Source: an optimization exercise on an open RTL-to-GDS flow (aim: small area). Production flows keep margins and buffers that such runs may drop.
Only the layout flow was run in this run; the RTL was not checked for function there.
Power and IR drop assume default switching activity.

## flow/run.sh

```bash
#!/bin/bash
# synth_recipe.tcl (not shown) runs the flow's synth.tcl, then flattens the netlist and writes it again
# the make line also repeats each setting of config.mk as NAME=value (left out here)
make -C /OpenROAD-flow-scripts/flow DESIGN_CONFIG=/design/flow/config.mk WORK_HOME=/design/flow/orfs CLKGATE_MAP_FILE= SYNTH_SCRIPT=/design/flow/synth_recipe.tcl finish
```

## flow/config.mk

```make
export PLATFORM = sky130hd
export DESIGN_NAME = conv_top
export DESIGN_NICKNAME = conv_top
export VERILOG_FILES = /design/flow/design.v
export SDC_FILE = /design/flow/constraint.sdc
export NUM_CORES = 4
export LEC_CHECK = 0
export CAP_MARGIN = 20
export CORE_MARGIN = 2
export CORE_UTILIZATION = 40
export SLEW_MARGIN = 20
```

## flow/constraint.sdc

```tcl
create_clock -name core_clock -period 12.0 [get_ports {i_clk}]
set_input_delay 2.4000 -clock core_clock [delete_from_list [all_inputs] [get_ports {i_clk}]]
set_output_delay 2.4000 -clock core_clock [all_outputs]
set_load 0.01 [all_outputs]
```

## flow/design.v

```verilog
module full_adder 
#(
    parameter DATA_WIDTH = 2
) 
(
    input  logic [DATA_WIDTH - 1:0] i_input1,
    input  logic [DATA_WIDTH - 1:0] i_input2,
    input  logic                    i_cin,
    output logic [DATA_WIDTH - 1:0] o_sum,
    output logic                    o_cout
);
    assign {o_cout, o_sum} = i_input1 + i_input2 + {1'b0, i_cin};
endmodule
module counter 
(
    input logic i_clk,
    input logic i_arstn,
    input logic i_valid,
    output logic [3:0] o_count
);
    always_ff @(posedge i_clk, negedge i_arstn) begin
        if (~ i_arstn) 
            o_count <= '0;
        else if (o_count == 4'd12)
            o_count <= '0;
        else if (i_valid)
            o_count <= o_count + 4'b1;
    end
endmodule
module i2b
(
    input  logic       i_clk,
    input  logic       i_arstn,
    input  logic       i_valid,
    input  logic       i_a,
    input  logic       i_b,
    output logic [1:0] o_sum,
    output logic       o_a,
    output logic       o_b
);
    logic s_a_ff1;
    logic s_a_ff2;
    logic s_b_ff1;
    logic s_b_ff2;
    logic s_A0;
    logic s_A1;
    logic s_B0;
    logic s_B1;
    logic s_carry_out;
    logic s_carry_in;
    assign s_A0 = s_a_ff1 & s_b_ff2;
    assign s_A1 = i_a     & s_b_ff2;
    assign s_B0 = s_a_ff2 & s_b_ff1;
    assign s_B1 = s_a_ff1 & s_b_ff1;
    always_ff @(posedge i_clk, negedge i_arstn) begin
        if (~ i_arstn) begin
            s_a_ff1    <= 1'b0;
            s_a_ff2    <= 1'b0;
            s_b_ff1    <= 1'b0;
            s_b_ff2    <= 1'b0;
            s_carry_in <= 1'b0;
        end
        else if (i_valid) begin
            s_a_ff1    <= i_a;
            s_a_ff2    <= s_a_ff1;
            s_b_ff1    <= i_b;
            s_b_ff2    <= s_b_ff1;
            s_carry_in <= s_carry_out;
        end
    end
    full_adder FA1 (
        .i_input1 ( {s_A1, s_A0} ),
        .i_input2 ( {s_B1, s_B0} ),
        .i_cin    ( s_carry_in   ),
        .o_sum    ( o_sum        ),
        .o_cout   ( s_carry_out  )
    );
    assign o_a = s_a_ff2;
    assign o_b = s_b_ff2;
endmodule
module t2b
(
    input  logic        i_clk,
    input  logic        i_arstn,
    input  logic        i_valid,
    input  logic        i_a,
    input  logic        i_b,
    output logic [1:0] o_sum,
    output logic       o_b
);
    logic s_a_ff1;
    logic s_b_ff1;
    logic s_A0;
    logic s_A1;
    logic s_B0;
    logic s_B1;
    logic s_carry_out;
    logic s_carry_in;
    assign s_A0 = s_a_ff1 & s_b_ff1;
    assign s_A1 = i_a     & s_b_ff1;
    assign s_B0 = 1'b0;
    assign s_B1 = s_a_ff1 & i_b;
    always_ff @(posedge i_clk, negedge i_arstn) begin
        if (~ i_arstn) begin
            s_a_ff1    <= 1'b0;
            s_b_ff1    <= 1'b0;
            s_carry_in <= 1'b0;
        end
        else if (i_valid) begin
            s_a_ff1    <= i_a;
            s_b_ff1    <= i_b;
            s_carry_in <= s_carry_out;
        end
    end
    full_adder FA0 (
        .i_input1 ( {s_A1, s_A0} ),
        .i_input2 ( {s_B1, s_B0} ),
        .i_cin    ( s_carry_in   ),
        .o_sum    ( o_sum        ),
        .o_cout   ( s_carry_out  )
    );
    assign o_b = s_b_ff1;
endmodule
module serial_mul
#(
    parameter DATA_WIDTH = 8    
)
(
    input  logic       i_clk,
    input  logic       i_arstn,
    input  logic       i_valid,
    input  logic       i_a,
    input  logic       i_b,
    output logic [1:0] o_product
);
    localparam N_OF_I2B = 1 + (DATA_WIDTH - 4)/2;  
    localparam N_OF_2FA = N_OF_I2B;                
    logic [1:0] s_i2b_sum [N_OF_I2B - 1:0];
    logic [1:0] s_t2b_sum;
    logic s_a [N_OF_I2B - 1:0];
    logic s_b [N_OF_I2B - 1:0];
    logic unused_s_b_i2b_out;
    logic [N_OF_2FA - 1:0] s_carry_in;
    logic [N_OF_2FA - 1:0] s_carry_out;
    logic [1:0] s_adder_sum_0;
    logic [1:0] s_adder_sum_1;
    logic [1:0] s_adder_sum_2;
    i2b I2B0 (
        .i_clk   ( i_clk              ),
        .i_arstn ( i_arstn            ),
        .i_valid ( i_valid            ),
        .i_a     ( i_a                ),
        .i_b     ( s_b[0]             ),
        .o_sum   ( s_i2b_sum[0]       ),
        .o_a     ( s_a[0]             ),
        .o_b     ( unused_s_b_i2b_out )
    );
    genvar i;
    generate
        for (i = 0; i < N_OF_I2B - 1; i++) begin : i2b_multipier
            i2b I2B_MODULE (
                .i_clk   ( i_clk            ),
                .i_arstn ( i_arstn          ),
                .i_valid ( i_valid          ),
                .i_a     ( s_a[i]           ),
                .i_b     ( s_b[i + 1]       ),
                .o_sum   ( s_i2b_sum[i + 1] ),
                .o_a     ( s_a[i + 1]       ),
                .o_b     ( s_b[i]           )
            );
        end
    endgenerate
    t2b T2B0 (
        .i_clk   ( i_clk             ),
        .i_arstn ( i_arstn           ),
        .i_valid ( i_valid           ),
        .i_a     ( s_a[N_OF_I2B - 1] ),
        .i_b     ( i_b               ),
        .o_sum   ( s_t2b_sum         ),
        .o_b     ( s_b[N_OF_I2B - 1] )
    );
    full_adder FA0_0 (
        .i_input1 ( s_i2b_sum[0]   ),
        .i_input2 ( s_i2b_sum[1]   ),
        .i_cin    ( s_carry_in[0]  ),
        .o_sum    ( s_adder_sum_0  ),
        .o_cout   ( s_carry_out[0] )
    );
    full_adder FA0_3 (
        .i_input1 ( s_i2b_sum[2]   ),
        .i_input2 ( s_t2b_sum      ),
        .i_cin    ( s_carry_in[1]  ),
        .o_sum    ( s_adder_sum_1  ),
        .o_cout   ( s_carry_out[1] )
    );
    full_adder FA1_0 (
        .i_input1 ( s_adder_sum_0  ),
        .i_input2 ( s_adder_sum_1  ),
        .i_cin    ( s_carry_in[2]  ),
        .o_sum    ( s_adder_sum_2  ),
        .o_cout   ( s_carry_out[2] )
    );
    always_ff @( posedge i_clk, negedge i_arstn ) begin
        if ( ~ i_arstn ) 
            s_carry_in <= '0;
        else if (i_valid) 
            s_carry_in <= s_carry_out;
    end
    assign o_product = s_adder_sum_2;
endmodule
module conv_top
#(
    parameter DATA_WIDTH  = 8,
    parameter KERNEL_SIZE = 25
)
(
    input  logic                     i_clk,
    input  logic                     i_arstn,
	input  logic                     i_arstn_perf,
	input  logic                     i_enable_count2,
    input  logic                     i_ready,
    input  logic                     i_valid,
    input  logic [KERNEL_SIZE - 1:0] i_bit_X,
    input  logic [KERNEL_SIZE - 1:0] i_bit_K,
    output logic [              1:0] o_conv,
    output logic                     o_ready,
    output logic                     o_valid,
	output logic [             31:0] o_perf_cycle_count,
	output logic [             31:0] o_perf_cycle_count2
);
    logic [3:0] s_count;
    logic s_valid_data_in;
    logic s_valid_data_out;
	logic [KERNEL_SIZE - 1:0] s_bit_X_delayed;
	logic [KERNEL_SIZE - 1:0] s_bit_K_delayed;
    logic [1:0] s_product [KERNEL_SIZE - 1:0];
    localparam N_OF_2FA = KERNEL_SIZE - 1;
    logic [N_OF_2FA - 1:0] s_carry_in;
    logic [N_OF_2FA - 1:0] s_carry_out;
    always_ff @(posedge i_clk, negedge i_arstn) begin
        if (~ i_arstn) begin
            s_bit_X_delayed <= '0;
            s_bit_K_delayed <= '0;
        end
        else if (s_valid_data_in) begin
            s_bit_X_delayed <= i_bit_X;
            s_bit_K_delayed <= i_bit_K;
        end
    end
    genvar i;
    generate
        for (i = 0; i < KERNEL_SIZE; i++) begin : serial_multipier
            serial_mul #(
                .DATA_WIDTH ( DATA_WIDTH )
            ) S_MUL0 (
                .i_clk     ( i_clk              ),
                .i_arstn   ( i_arstn            ),
                .i_valid   ( s_valid_data_in    ),
                .i_a       ( s_bit_X_delayed[i] ),
                .i_b       ( s_bit_K_delayed[i] ),
                .o_product ( s_product[i]       )
            );
        end
    endgenerate
    counter COUNT0 (
        .i_clk   ( i_clk           ),
        .i_arstn ( i_arstn         ),
        .i_valid ( s_valid_data_in ),
        .o_count ( s_count         )
    );
	assign s_valid_data_out = (s_count >= 4'd5) & (s_count <= 4'd12);
	always_ff @(posedge i_clk, negedge i_arstn_perf) begin
	    if (~ i_arstn_perf)
		    o_perf_cycle_count <= 32'b0;
		else if (s_valid_data_in)
		    o_perf_cycle_count <= o_perf_cycle_count + 32'b1;
	end
	always_ff @(posedge i_clk, negedge i_arstn_perf) begin
	     if (~ i_arstn_perf)
		    o_perf_cycle_count2 <= 32'b0;
		else if (i_enable_count2)
		    o_perf_cycle_count2 <= o_perf_cycle_count2 + 32'b1;
	end
    logic [1:0] s_sum_0;
    logic [1:0] s_sum_1;
    logic [1:0] s_sum_2;
    logic [1:0] s_sum_3;
    logic [1:0] s_sum_4;
    logic [1:0] s_sum_5;
    logic [1:0] s_sum_6;
    logic [1:0] s_sum_7;
    logic [1:0] s_sum_8;
    logic [1:0] s_sum_9;
    logic [1:0] s_sum_10;
    logic [1:0] s_sum_11;
    logic [1:0] s_sum_12;
    logic [1:0] s_sum_13;
    logic [1:0] s_sum_14;
    logic [1:0] s_sum_15;
    logic [1:0] s_sum_16;
    logic [1:0] s_sum_17;
    logic [1:0] s_sum_18;
    logic [1:0] s_sum_19;
    logic [1:0] s_sum_20;
    logic [1:0] s_sum_21;
    logic [1:0] s_sum_22;
    logic [1:0] s_sum_23;
    full_adder FA0_0 (
        .i_input1 ( s_product[0]    ),
        .i_input2 ( s_product[1]    ),
        .i_cin    ( s_carry_in[0]   ),
        .o_sum    ( s_sum_0         ),
        .o_cout   ( s_carry_out[0]  )
    );
    full_adder FA0_1 (
        .i_input1 ( s_product[2]    ),
        .i_input2 ( s_product[3]    ),
        .i_cin    ( s_carry_in[1]   ),
        .o_sum    ( s_sum_1         ),
        .o_cout   ( s_carry_out[1]  )
    );
    full_adder FA0_2 (
        .i_input1 ( s_product[4]    ),
        .i_input2 ( s_product[5]    ),
        .i_cin    ( s_carry_in[2]   ),
        .o_sum    ( s_sum_2         ),
        .o_cout   ( s_carry_out[2]  )
    );
    full_adder FA0_3 (
        .i_input1 ( s_product[6]    ),
        .i_input2 ( s_product[7]    ),
        .i_cin    ( s_carry_in[3]   ),
        .o_sum    ( s_sum_3         ),
        .o_cout   ( s_carry_out[3]  )
    );
    full_adder FA0_4 (
        .i_input1 ( s_product[8]    ),
        .i_input2 ( s_product[9]    ),
        .i_cin    ( s_carry_in[4]   ),
        .o_sum    ( s_sum_4         ),
        .o_cout   ( s_carry_out[4]  )
    );
    full_adder FA0_5 (
        .i_input1 ( s_product[10]   ),
        .i_input2 ( s_product[11]   ),
        .i_cin    ( s_carry_in[5]   ),
        .o_sum    ( s_sum_5         ),
        .o_cout   ( s_carry_out[5]  )
    );
    full_adder FA0_6 (
        .i_input1 ( s_product[12]   ),
        .i_input2 ( s_product[13]   ),
        .i_cin    ( s_carry_in[6]   ),
        .o_sum    ( s_sum_6         ),
        .o_cout   ( s_carry_out[6]  )
    );
    full_adder FA0_7 (
        .i_input1 ( s_product[14]   ),
        .i_input2 ( s_product[15]   ),
        .i_cin    ( s_carry_in[7]   ),
        .o_sum    ( s_sum_7         ),
        .o_cout   ( s_carry_out[7]  )
    );
    full_adder FA0_8 (
        .i_input1 ( s_product[16]   ),
        .i_input2 ( s_product[17]   ),
        .i_cin    ( s_carry_in[8]   ),
        .o_sum    ( s_sum_8         ),
        .o_cout   ( s_carry_out[8]  )
    );
    full_adder FA0_9 (
        .i_input1 ( s_product[18]   ),
        .i_input2 ( s_product[19]   ),
        .i_cin    ( s_carry_in[9]   ),
        .o_sum    ( s_sum_9         ),
        .o_cout   ( s_carry_out[9]  )
    );
    full_adder FA0_10 (
        .i_input1 ( s_product[20]   ),
        .i_input2 ( s_product[21]   ),
        .i_cin    ( s_carry_in[10]  ),
        .o_sum    ( s_sum_10        ),
        .o_cout   ( s_carry_out[10] )
    );
    full_adder FA0_11 (
        .i_input1 ( s_product[22]   ),
        .i_input2 ( s_product[23]   ),
        .i_cin    ( s_carry_in[11]  ),
        .o_sum    ( s_sum_11        ),
        .o_cout   ( s_carry_out[11] )
    );
    logic [1:0] s_last;
    assign s_last = s_product[24];  
    full_adder FA1_0 (
        .i_input1 ( s_sum_0         ),
        .i_input2 ( s_sum_1         ),
        .i_cin    ( s_carry_in[12]  ),
        .o_sum    ( s_sum_12        ),
        .o_cout   ( s_carry_out[12] )
    );
    full_adder FA1_1 (
        .i_input1 ( s_sum_2         ),
        .i_input2 ( s_sum_3         ),
        .i_cin    ( s_carry_in[13]  ),
        .o_sum    ( s_sum_13        ),
        .o_cout   ( s_carry_out[13] )
    );
    full_adder FA1_2 (
        .i_input1 ( s_sum_4         ),
        .i_input2 ( s_sum_5         ),
        .i_cin    ( s_carry_in[14]  ),
        .o_sum    ( s_sum_14        ),
        .o_cout   ( s_carry_out[14] )
    );
    full_adder FA1_3 (
        .i_input1 ( s_sum_6         ),
        .i_input2 ( s_sum_7         ),
        .i_cin    ( s_carry_in[15]  ),
        .o_sum    ( s_sum_15        ),
        .o_cout   ( s_carry_out[15] )
    );
    full_adder FA1_4 (
        .i_input1 ( s_sum_8         ),
        .i_input2 ( s_sum_9         ),
        .i_cin    ( s_carry_in[16]  ),
        .o_sum    ( s_sum_16        ),
        .o_cout   ( s_carry_out[16] )
    );
    full_adder FA1_5 (
        .i_input1 ( s_sum_10        ),
        .i_input2 ( s_sum_11        ),
        .i_cin    ( s_carry_in[17]  ),
        .o_sum    ( s_sum_17        ),
        .o_cout   ( s_carry_out[17] )
    );
    full_adder FA2_0 (
        .i_input1 ( s_sum_12        ),
        .i_input2 ( s_sum_13        ),
        .i_cin    ( s_carry_in[18]  ),
        .o_sum    ( s_sum_18        ),
        .o_cout   ( s_carry_out[18] )
    );
    full_adder FA2_1 (
        .i_input1 ( s_sum_14        ),
        .i_input2 ( s_sum_15        ),
        .i_cin    ( s_carry_in[19]  ),
        .o_sum    ( s_sum_19        ),
        .o_cout   ( s_carry_out[19] )
    );
    full_adder FA2_2 (
        .i_input1 ( s_sum_16        ),
        .i_input2 ( s_sum_17        ),
        .i_cin    ( s_carry_in[20]  ),
        .o_sum    ( s_sum_20        ),
        .o_cout   ( s_carry_out[20] )
    );
    full_adder FA3_0 (
        .i_input1 ( s_sum_18        ),
        .i_input2 ( s_sum_19        ),
        .i_cin    ( s_carry_in[21]  ),
        .o_sum    ( s_sum_21        ),
        .o_cout   ( s_carry_out[21] )
    );
    full_adder FA3_1 (
        .i_input1 ( s_sum_20        ),
        .i_input2 ( s_last          ),  
        .i_cin    ( s_carry_in[22]  ),
        .o_sum    ( s_sum_22        ),
        .o_cout   ( s_carry_out[22] )
    );
    full_adder FA4_0 (
        .i_input1 ( s_sum_21        ),
        .i_input2 ( s_sum_22        ),
        .i_cin    ( s_carry_in[23]  ),
        .o_sum    ( s_sum_23        ),  
        .o_cout   ( s_carry_out[23] )
    );
    assign o_conv = s_sum_23;
    always_ff @( posedge i_clk, negedge i_arstn ) begin
        if ( ~ i_arstn ) 
            s_carry_in <= '0;
        else if (s_valid_data_in) 
            s_carry_in <= s_carry_out;
    end
    typedef enum logic [2:0] {
        IDLE      = 3'd0,
        READ      = 3'd1,
        WAIT_RES  = 3'd2,
        READ_DONE = 3'd3,
        WRITE     = 3'd4,
        WRITE_DONE = 3'd5
    } state_t;
    state_t PS;
    state_t NS;
    always_ff @(posedge i_clk, negedge i_arstn) begin
        if (~ i_arstn)
            PS <= IDLE;
        else
            PS <= NS;
    end
    always_comb begin
        NS = PS;
        case (PS)
            IDLE: 
				if (i_valid) 
				    NS = READ;
            READ:   NS = WAIT_RES;
            WAIT_RES: 
				if (s_valid_data_out)
				    NS = WRITE;
                else
					NS = READ_DONE;
            READ_DONE: 
				if (~ i_valid)
				     NS = IDLE;
            WRITE:
				if (~ i_ready)
				    NS = WRITE_DONE;
            WRITE_DONE: 
				if (i_ready)
				    NS = IDLE;
            default: 
				    NS = PS;
        endcase
    end
    always_comb begin
        s_valid_data_in = 1'b0;
        o_ready         = 1'b0;
        o_valid         = 1'b0;
        case (PS)
            IDLE : o_ready         = 1'b1;
            READ : s_valid_data_in = 1'b1; 
            WRITE: o_valid         = 1'b1;
            default: begin
                s_valid_data_in = 1'b0;
                o_ready         = 1'b0;
                o_valid         = 1'b0;
            end
        endcase
    end
endmodule
```

==> run summary <==
logic make-up after synthesis:
kind of cell | Yosys count | synth area share
buffers and inverters | 383 | 0.0408
adders and majority gates | 404 | 0.217
muxes | 2 | 0.000621
xor gates and xnor gates | 63 | 0.0152
and+or+nand+nor | 2142 | 0.251
AOI/OAI and AO/OA | 91 | 0.0132
DFF | 670 | 0.462
cells in the mapped netlist (3+ instances only):
cell type	instances
and2_1	318
inv_1	240
nand4_1	31
ha_1	31
nand3_1	19
and3_1	8
and4_1	9
o21ai_0	81
nand2b_1	4
dfrtp_1	670
nor3_1	6
buf_2	24
nand2_1	1726
nor2_1	9
xor2_1	8
fa_1	373
buf_1	5
clkbuf_1	112
xnor2_1	55
a21oi_1	3
metrics by stage:
stage | power, mW | util | instances | hold slack (ns) | instance area, µm²
6_report | 12.1 | 0.459 | 5074 | 0.478 | 41300
5_1_grt | 13.1 | 0.459 | 5074 | 0.499 | 41300
4_1_cts | 12.3 | 0.459 | 5074 | 0.475 | 41300
3_5_place_dp | 9.80 | 0.429 | 4932 | 0.470 | 38600
3_3_place_gp | 9.56 | 0.429 | 4932 | 0.465 | 38600
2_1_floorplan | 7.35 | - | 3755 | 0.450 | 36300
placed cells by master, fill, tap and decap left out, types with 3 or more instances in the layout:
cell	n
nand2_1	1726
nor4_4	3
buf_4	19
and3_1	8
nand4_1	31
clkbuf_16	80
clkbuf_8	22
ha_1	31
inv_6	3
clkbuf_1	16
fa_1	373
bufinv_16	7
dfrtp_1	670
o21ai_0	81
and4_1	9
clkinv_2	11
xnor2_1	55
nand3_1	19
inv_1	240
clkdlybuf4s50_1	121
and2_1	318
xor2_1	8
nand2b_1	4
nor3_1	6
a21oi_1	3
nor2_1	9
final cells by class:
type                    instances  area share
clock inverters                24     0.00782
inverters                     240      0.0218
flip-flops and latches        670       0.406
multi-input cells            2702       0.437
clock buffers                 118      0.0573
repair buffers                144      0.0343
well taps                    1176      0.0357
flip-flops by register name, indices dropped and copies added (netlist names):
signal,count
COUNT0.o_count,4
PS,3
o_perf_cycle_count,32
o_perf_cycle_count2,32
s_bit_K_delayed,25
s_bit_X_delayed,25
s_carry_in,24
serial_multipier.S_MUL0.I2B0.s_a_ff1,25
serial_multipier.S_MUL0.I2B0.s_a_ff2,25
serial_multipier.S_MUL0.I2B0.s_b_ff1,25
serial_multipier.S_MUL0.I2B0.s_b_ff2,25
serial_multipier.S_MUL0.I2B0.s_carry_in,25
serial_multipier.S_MUL0.T2B0.s_a_ff1,25
serial_multipier.S_MUL0.T2B0.s_b_ff1,25
serial_multipier.S_MUL0.T2B0.s_carry_in,25
serial_multipier.S_MUL0.i2b_multipier.I2B_MODULE.s_a_ff1,50
serial_multipier.S_MUL0.i2b_multipier.I2B_MODULE.s_a_ff2,50
serial_multipier.S_MUL0.i2b_multipier.I2B_MODULE.s_b_ff1,50
serial_multipier.S_MUL0.i2b_multipier.I2B_MODULE.s_b_ff2,50
serial_multipier.S_MUL0.i2b_multipier.I2B_MODULE.s_carry_in,50
serial_multipier.S_MUL0.s_carry_in,75
where the power goes:
part / internal, mW / switching [mW] / leakage (nW)
logic: 2.69 / 3.51 / 11.6
clock network: 1.51 / 0.950 / 1.33
registers: 2.88 / 0.531 / 8.96
layer usage:
| layer | share of wire | vias up |
|---|---|---|
| li1 | - | 11477 |
| met1 | 0.49 | 11323 |
| met2 | 0.47 | 191 |
| met3 | 0.027 | 72 |
| met4 | 0.017 | 0 |
| met5 | 0 | - |
worst max path at each step:
stage                           end  slack [ns]  depth (start not counted)
after floorplan           o_conv[1]        4.36                         16
after global placement    o_conv[1]        3.57                         17
after detailed placement  o_conv[1]        3.55                         15
after CTS                 o_conv[1]        2.85                         15
after global routing      o_conv[1]        2.69                         17
final                     o_conv[1]        2.97                         15
==> results.json <==
{
  "hold-path-cell-count": 1,
  "clk_pin_slew_ns": 0.06,
  "drv_cap": 0,
  "critPathKind": "reg -> out",
  "setup_tns_ns": 0,
  "worst_slack_ns": 2.97,
  "grt_usage": 0.150,
  "syn-num-nets": 4215,
  "fmax_ghz": 0.111,
  "met3_usage": 0.0214,
  "drc_errors": 0,
  "grt_pass1_vias": 23975,
  "postCtsHoldBufs": 0,
  "path_buf_inv": 5,
  "critPathCaptureType": "output port",
  "avgSynthCellArea_um2": 9.65,
  "routedWlPerCell_um": 13.0,
  "fin_skew_ns": 0.0346,
  "r2r_slack_ns": 6.46,
  "grtUsageMet2": 0.241,
  "grt_pass1_wl_um": 118000,
  "grt_overflow": 0,
  "slew_headroom": 0.302,
  "wl_um": 66200,
  "vias_per_cell": 4.55,
  "io_buffers": 123,
  "drv_slew": 0,
  "ys_seq_area_frac": 0.462,
  "setup_violations": 0,
  "drt_iter0_drc": 1311,
  "clk_latency_ns": 0.62,
  "drive_gt1_frac": 0.0403,
  "finalCritPeriodShare": 0.752,
  "area_delta_synth_final_pct": 13.8,
  "ys_warn_count": 9,
  "ios": 124,
  "leakage_nw": 21.9,
  "syn_inst": 3755,
  "worstHoldEndpoint": "o_perf_cycle_count[31]",
  "yosysTopAreaCell": "dfrtp_1",
  "syn-cell-area_um2": 36300,
  "vias": 23063,
  "start_kind": "register",
  "multi_input_area_um2": 18000,
  "reg2reg_depth": 16,
  "slowest_delay_ns": 0.61,
  "rsz0062_at_grt": "false",
  "fp.dieW_um": 305,
  "worstPathMaxFanout": 4,
  "dp_hpwl_um": 43000,
  "period_needed_ns": 9.03,
  "grt_max_degree": 173,
  "use_met1": 0.214,
  "drt_pass1_iterations": 5,
  "synthFlopType": "dfrtp_1",
  "crit_chain": "and2_1 > fa_1 > fa_1 > inv_1 > fa_1 > inv_1 > fa_1 > inv_1 > fa_1 > inv_1 > fa_1 > fa_1 > fa_1 > fa_1 > clkdlybuf4s50_1",
  "dieArea_um2": 93100,
  "post-place-ws_ns": 3.55,
  "peakVddDrop_uv": 811,
  "ys_async_sr_fraction": 1.00,
  "cts_buffer_depth": 3,
  "seq_area_um2": 16800,
  "r2r-end": "s_carry_in[23]",
  "synth_area_leaders": "dfrtp_1, fa_1, nand2_1",
  "hold_path_startpoint": "o_perf_cycle_count[31]",
  "ctsRootBufferMaster": "clkbuf_16",
  "cp.arrival_ns": 6.63,
  "final_hold_viol_count": 0,
  "nets": 4297,
  "cts.sinks": 670,
  "postRouteAntennaNets": 0,
  "synth-edff-count": 0,
  "slowest_stage": "fa_1",
  "antenna_cells": 0,
  "outcome": "finished clean",
  "cts_buffers": 79,
  "antenna_found_initial": 0,
  "cp_data_required_time_ns": 9.60,
  "die_h_um": 305,
  "synth_top_area_frac": 0.462,
  "fp-row-count": 110,
  "htreeDepth": 3,
  "hp-class": "reg -> reg",
  "cp_common_cell": "fa_1",
  "initial_core_util": 0.403,
  "post_cts_buffers": 0,
  "core_um2": 89900,
  "crit_family": "adder cells",
  "post_cts_resized": 0,
  "cellPowerDensity_nw_per_um2": 293,
  "busiest_layer": "met2",
  "synth_seq_cells": 670,
  "worst_slew_pin_slew_ns": 1.05,
  "fill_cells": 8551,
  "cts_tree": "done",
  "gp_congestion": 0.748,
  "synth_cell_types": 36
}

-- static timing again, ports no longer ideal --
The results above use ideal ports. As a check the final layout listed here was re-extracted and re-timed, cells and wires unchanged.
Step 1, drivers: a clkbuf_16 drives i_clk and a buf_2 each remaining input, both assumed.
Step 2 times the ports against the registers' clock, not the clock port: input delays grow and output delays shrink by t, the midpoint of the rising clock arrivals with the driver on.
Three values: no drivers, after step 1, after step 2; two values: the first two.
t, ns: 0.673
setup slack, ns: 2.972 / 2.907 / 3.580
worst setup path at the end: register to output
worst register clock-pin slew, ns: 0.06 / 0.06
worst slew at a driven data input, ns: 0.08
After both steps setup and hold are still met in this run. For this run, drivers alone change the setup slack by -0.065 ns; drivers and shift together by +0.608 ns.
